Source: an optimization exercise on an open RTL-to-GDS flow (aim: small area and a short achievable clock period). Production flows keep margins and buffers that such runs may drop. In this exercise RTL edits were held to simulation tests only and were not proved equivalent to the original. No activity file was given, so power comes from the tool's default toggle rates.

Setup of v47:
## pipelined_4stage
module pipelined_4stage(clk, rst, imem_addr, imem_data, aluout);
Size in the first run: about 6000 cells after synthesis.
Settings: LEC_CHECK=0, CAP_MARGIN=20, CORE_MARGIN=2, CORE_UTILIZATION=40, CTS_CLUSTER_DIAMETER=90, CTS_CLUSTER_SIZE=20, PLACE_DENSITY=0.55, SETUP_SLACK_MARGIN=3.8, SLEW_MARGIN=20, SYNTH_HIERARCHICAL=1; clock period 8.0 ns.
run.sh (not shown) runs the stock make flow with config.mk's settings and CLKGATE_MAP_FILE= SYNTH_SCRIPT=/design/flow/synth_recipe.tcl, a recipe that flattens the netlist after the stock synthesis.
v47 went all the way through synthesis, placement and routing and the layout is clean on timing, DRC and antenna.
Here is what was changed in the inputs of v16 compared with v47.
Settings: CORE_UTILIZATION: 40 -> 35; SETUP_SLACK_MARGIN: 3.8 -> 3.6; PLACE_DENSITY: 0.55 -> 0.45.
Findings:
v16 ended with every stage complete and zero timing, DRC or antenna violations. Worst-path cell with the longest stage delay = sky130_fd_sc_hd__dlygate4sd2_1: v47; worst-path cell with the longest stage delay = sky130_fd_sc_hd__clkdlybuf4s50_1: v16. Comparing portion of total power attributed to sequential cells for v47 and v16, the smaller number came from v16. v16 -> v47: hold slack flat. Higher net switching power was reported by v16, not v47. Total design power for v16 is higher than for v47. Summary: setup slack, v16 worse than v47. Number of CTS-inserted buffers (v16 vs. v47) increases by a little under 10%. Of v47 and v16, the run reporting the higher met3 wire length was v47.
[inputs] v26 vs v16
Settings: a change of SETUP_SLACK_MARGIN from 3.6 to 4.0.
==> summary.txt <==
On power consumed by the clock network, v16 beats v26.
The kind of critical path comes out reg2reg in one run and in2reg in the other, namely in v26 and v16 respectively.
Cmp v26 and v16 / power / lower: v16
| leakage component of the power | v26 vs v16 | worse |
v26: count of placed standard cells in the final layout, fillers left out is about 0.8% higher than what v16 reported.
Endpoint of the worst setup timing path: ex_one[9]$_DFF_P_ -> v16, wb_c$_SDFF_PP0_ -> v26
Inputs modified between v26 and v43:
Settings: CORE_UTILIZATION changed from 35 to 40; PLACE_DENSITY changed from 0.45 to 0.55.
Findings:
No stage failed in v43, and the final checks on the layout all came back clean.
The timing endpoint of the critical path comes out wb_c$_SDFF_PP0_ in one run and wb_lo[17]$_SDFF_PP0_ in the other, namely in v26 and v43 respectively.
Measured against each other, v43 and v26 differ in portion of total power attributed to combinational logic, the lower figure coming from v26.
Maximum achievable frequency: lower on v43
Number of cells on the critical path: v43 vs v26 down 1
In v43 the part of the total power dissipated in the clock network turned out 2.0 points lower than in v26.
Signed area change from the synthesized netlist to the final layout was lower in v43 than in v26.
v43 vs v26, clock power went down by about 8%.
Between v43 and v26, number of global-route vias before repair is lower for v26, v43 comes in above that.
Inputs modified between v43 and v10:
Settings: SETUP_SLACK_MARGIN now 4.2, was 4.0.
[summary]
v43 has a higher detailed-router iteration count before antenna repair than v10.
Clock distribution power (v10 vs. v43) decreases slightly
Relative area change from synthesis to final layout (lower): v43
Taking v43 as the reference, in v10 detailed-placement wirelength estimate grew by about 5%; final worst hold slack shrank by 0.0084 ns; largest net degree at the start of global routing grew by about 1.5%; combinational fraction of design power grew by 0.5 points.
Input changes introduced in v41 (baseline for comparison: v10):
Settings: changing SETUP_SLACK_MARGIN from 4.2 to 3.8; changing CORE_UTILIZATION from 40 to 35; changing PLACE_DENSITY from 0.55 to 0.45.
## What came out
- v41: done, clean on timing, DRC and antenna
- Shortest clock period the worst path allows after layout (lower): v10
- Compared with v10, v41 shows a higher critical path depth.
- From v41 to v10, deepest level of the CTS H-tree did not move at all.
- Diff v10 -> v41: number of routed nets with antenna violations was more or less identical; part of the power in the clock network grew by 1.5 points; final cell area excluding filler cells dropped about 1.4%; multi-input gate share of total cell area did not really move; total length of routed wires picked up an extra about 1.6%.
- Est. power | v41 vs v10 | v41 higher
- Endpoint of the most critical setup path: ex_one[9]$_DFF_P_ -> v41, wb_ph[12]$_SDFF_PP0_ -> v10
- As far as synthesized cell count goes, v41 and v10 are indistinguishable; the numbers are identical.

---

Another version of the RTL of pipelined_4stage (not shown whole).
For scale: roughly 76 I/O pins.
export LEC_CHECK = 0
export CAP_MARGIN = 20
export CORE_MARGIN = 2
export CORE_UTILIZATION = 40
export CTS_CLUSTER_DIAMETER = 90
export CTS_CLUSTER_SIZE = 20
export PLACE_DENSITY = 0.55
export SETUP_SLACK_MARGIN = 4.2
export SLEW_MARGIN = 20
export SYNTH_HIERARCHICAL = 1
create_clock -name core_clock -period 8.0 [get_ports {clk}]
The first run went through all stages and came out clean.
Then changed:
--- a/flow/config.mk
+++ b/flow/config.mk
@@ -9,7 +9,7 @@
 export CORE_MARGIN = 2
-export CORE_UTILIZATION = 40
+export CORE_UTILIZATION = 45
 export CTS_CLUSTER_DIAMETER = 90
 export CTS_CLUSTER_SIZE = 20
-export PLACE_DENSITY = 0.55
-export SETUP_SLACK_MARGIN = 4.2
+export PLACE_DENSITY = 0.6
+export SETUP_SLACK_MARGIN = 4.0
 export SLEW_MARGIN = 20
Setup slack improves by 30 ps; via count is lower slightly; critical path depth is unchanged; combinational power barely changes; core utilization is higher by 4.2 points; final cell count is lower by a few percent; non-clock buffer count is lower by 107.

---

pipelined_4stage, a different RTL version from the one above (not shown whole).
Size in the first run: roughly 6200 cells after synthesis.
clock: 8.0 ns
lec_check: 0
cap_margin: 20
core_margin: 2
core_utilization: 35
cts_cluster_diameter: 90
cts_cluster_size: 20
place_density: 0.45
setup_slack_margin: 3.3
slew_margin: 20
synth_hierarchical: 1
Rerun with:
--- a/flow/config.mk
+++ b/flow/config.mk
@@ -12,5 +12,5 @@
 export CTS_CLUSTER_SIZE = 20
 export PLACE_DENSITY = 0.45
-export SETUP_SLACK_MARGIN = 3.3
+export SETUP_SLACK_MARGIN = 3.6
 export SLEW_MARGIN = 20
 export SYNTH_HIERARCHICAL = 1
Effect: Final area increases by about 2.4%. Cell count rose by about 1%. Setup slack improved by 0.27 ns. Total power is higher by about 1.2%. Clock skew stays flat. Via count rises by 1.7%.

---

== job 3272 ==
Another version of the RTL of pipelined_4stage (not shown whole).
For scale: about 76 I/O pins, about 69000 sq um of cells after synthesis.
## pipelined_4stage
module pipelined_4stage(clk, rst, imem_addr, imem_data, aluout);
input clk;
input rst;
output [9:0] imem_addr;			 
input [32-1:0] imem_data;	 
output [32-1:0] aluout;
reg [9:0] pc;
always @(posedge clk)
  if (rst) pc <= 10'd0;
  else pc <= pc + 10'd1;
assign imem_addr = pc;
reg [31:0] regdata [0:31];    
reg [290-1:0] ex_r;          
reg [4:0] ex_waddr;
reg ex_valid;                 
reg ex_com;                   
reg [20-1:0] wb_lo;         
reg wb_c;                     
reg [12-1:0] wb_ph, wb_gh;  
wire [12-1:0] hi_out, hi_int;
addpg12 ADDOUT (.p(wb_ph), .g(wb_gh), .ci(wb_c), .s(hi_out));
addpg12 ADDINT (.p(wb_ph), .g(wb_gh), .ci(wb_c), .s(hi_int));
wire [31:0] wb_aluout = {hi_int, wb_lo};
reg [4:0] wb_waddr;
wire [31:0] wsel = 32'd1 << wb_waddr;
wire [31:0] wload = wsel | {32{rst}};
wire [31:0] wd0 = rst ? 32'd0 : wb_aluout;
wire [31:0] wd3 = rst ? 32'd2 : wb_aluout;
wire [31:0] wd8 = rst ? 32'd5 : wb_aluout;
genvar g, h;
generate
  for (g = 0; g < 32; g = g + 1) begin : RF
    wire [31:0] d = g == 8 ? wd8 : g == 3 ? wd3 : wd0;
    wire [31:0] next;
    for (h = 0; h < 32; h = h + 1) begin : B
      rf_hold H (.load(wload[g]), .hold(~wload[g]), .d(d[h]), .q(regdata[g][h]),
                 .next(next[h]));
    end
    always @(posedge clk)
      regdata[g] <= next;
  end
endgenerate
wire [5:0] opcode = imem_data[31:26];
wire [4:0] rs = imem_data[25:21];
wire [4:0] rt = imem_data[20:16];
wire [2:0] aluop = opcode[2:0];
wire alusrc = opcode == 6'b000110;
wire [4:0] waddr_id = alusrc ? rt : imem_data[15:11];
wire [31:0] opa, opb;
genvar hf;
generate
  for (hf = 0; hf < 2; hf = hf + 1) begin : RD
    wire [31:0] sel1, sel2;
    wire fwd1, fwd2;
    rf_dec DEC1 (.addr(rs), .keep(~wsel), .waddr(wb_waddr), .sel(sel1), .fwd(fwd1));
    rf_dec DEC2 (.addr(rt), .keep(~wsel), .waddr(wb_waddr), .sel(sel2), .fwd(fwd2));
    wire [527:0] d;
  ...
clock: 8.0 ns
lec_check: 0
cap_margin: 20
core_margin: 2
core_utilization: 35
cts_cluster_diameter: 90
cts_cluster_size: 20
place_density: 0.45
setup_slack_margin: 3.8
slew_margin: 20
synth_hierarchical: 1
The flow did not stop early for job 3272: all stages ran, and the layout cleared the timing, design-rule and antenna checks.
diff inputs: job 3272 => job 5308
diff --git a/flow/config.mk b/flow/config.mk
--- a/flow/config.mk
+++ b/flow/config.mk
@@ -12,5 +12,5 @@
 export CTS_CLUSTER_SIZE = 20
 export PLACE_DENSITY = 0.45
-export SETUP_SLACK_MARGIN = 3.8
+export SETUP_SLACK_MARGIN = 3.6
 export SLEW_MARGIN = 20
 export SYNTH_HIERARCHICAL = 1
Findings:
Going from job 3272 to job 5308, total global-route track usage decreased 0.55 points; weighted congestion at the end of routability-driven global placement essentially unchanged; clock share of power decreased 0.2 points; normalized max-slew margin decreased 2.3 points.
From job 3272 to job 5308 the numbers moved as follows: growth of design area from synthesis to finish shows a reduction of 5.6 points; routed wire length shows a reduction of 6.8 mm; design area shows a reduction of 4.8%; total power shows a reduction of 0.22 mW.
Job 5308 against job 3272: detailed router's first-iteration violation count went down about 4%; setup slack of the critical path after layout down 0.046 ns; final hold slack -0.0067 ns.

afterwards: timing with drivers on the ports:
No port has a modelled driver above. Below, the same layouts with a new extraction and two added sets of constraints.
Step 1 (the two cells are an assumption about what drives the block):
set clk [get_ports {clk}]
set_driving_cell -lib_cell sky130_fd_sc_hd__clkbuf_16 $clk
set_driving_cell -lib_cell sky130_fd_sc_hd__buf_2 [delete_from_list [all_inputs] $clk]
Step 2, shift: input delay + t, output delay - t, t = (earliest + latest rising clock arrival at the registers) / 2. This alone moves slack from input paths to output paths.
a / b / c = ideal / step 1 / step 2; a / b = the first two.
| run | t (ns) | slack for setup (ns) | worst data-port slew with drivers (ns) |
|---|---|---|---|
| v47 | 0.809 | 3.648 / 3.691 / 2.881 | 0.14 |
| v16 | 0.831 | 3.485 / 3.515 / 2.684 | 0.16 |
| v26 | 0.837 | 3.676 / 3.676 / 3.036 | 0.15 |
| v43 | 0.814 | 3.650 / 3.650 / 3.111 | 0.10 |
| v10 | 0.803 | 3.729 / 3.729 / 3.281 | 0.11 |
| v41 | 0.851 | 3.663 / 3.598 / 2.747 | 0.16 |
| the first run of note 2 | 0.821 | 3.813 / 3.727 / 3.250 | 0.07 |
| the second run of note 2 | 0.804 | 3.843 / 3.812 / 3.098 | 0.12 |
| the first run of note 3 | 0.856 | 3.244 / 3.314 / 2.458 | 0.14 |
| the second run of note 3 | 0.845 | 3.517 / 3.459 / 2.615 | 0.21 |
| job 3272 | 0.828 | 3.520 / 3.364 / 2.536 | 0.30 |
| job 5308 | 0.840 | 3.474 / 3.321 / 2.481 | 0.35 |
After both steps every run listed still meets setup and hold. For job 5308, which loses most, drivers alone change the setup slack by -0.153 ns; drivers and shift together by -0.993 ns.
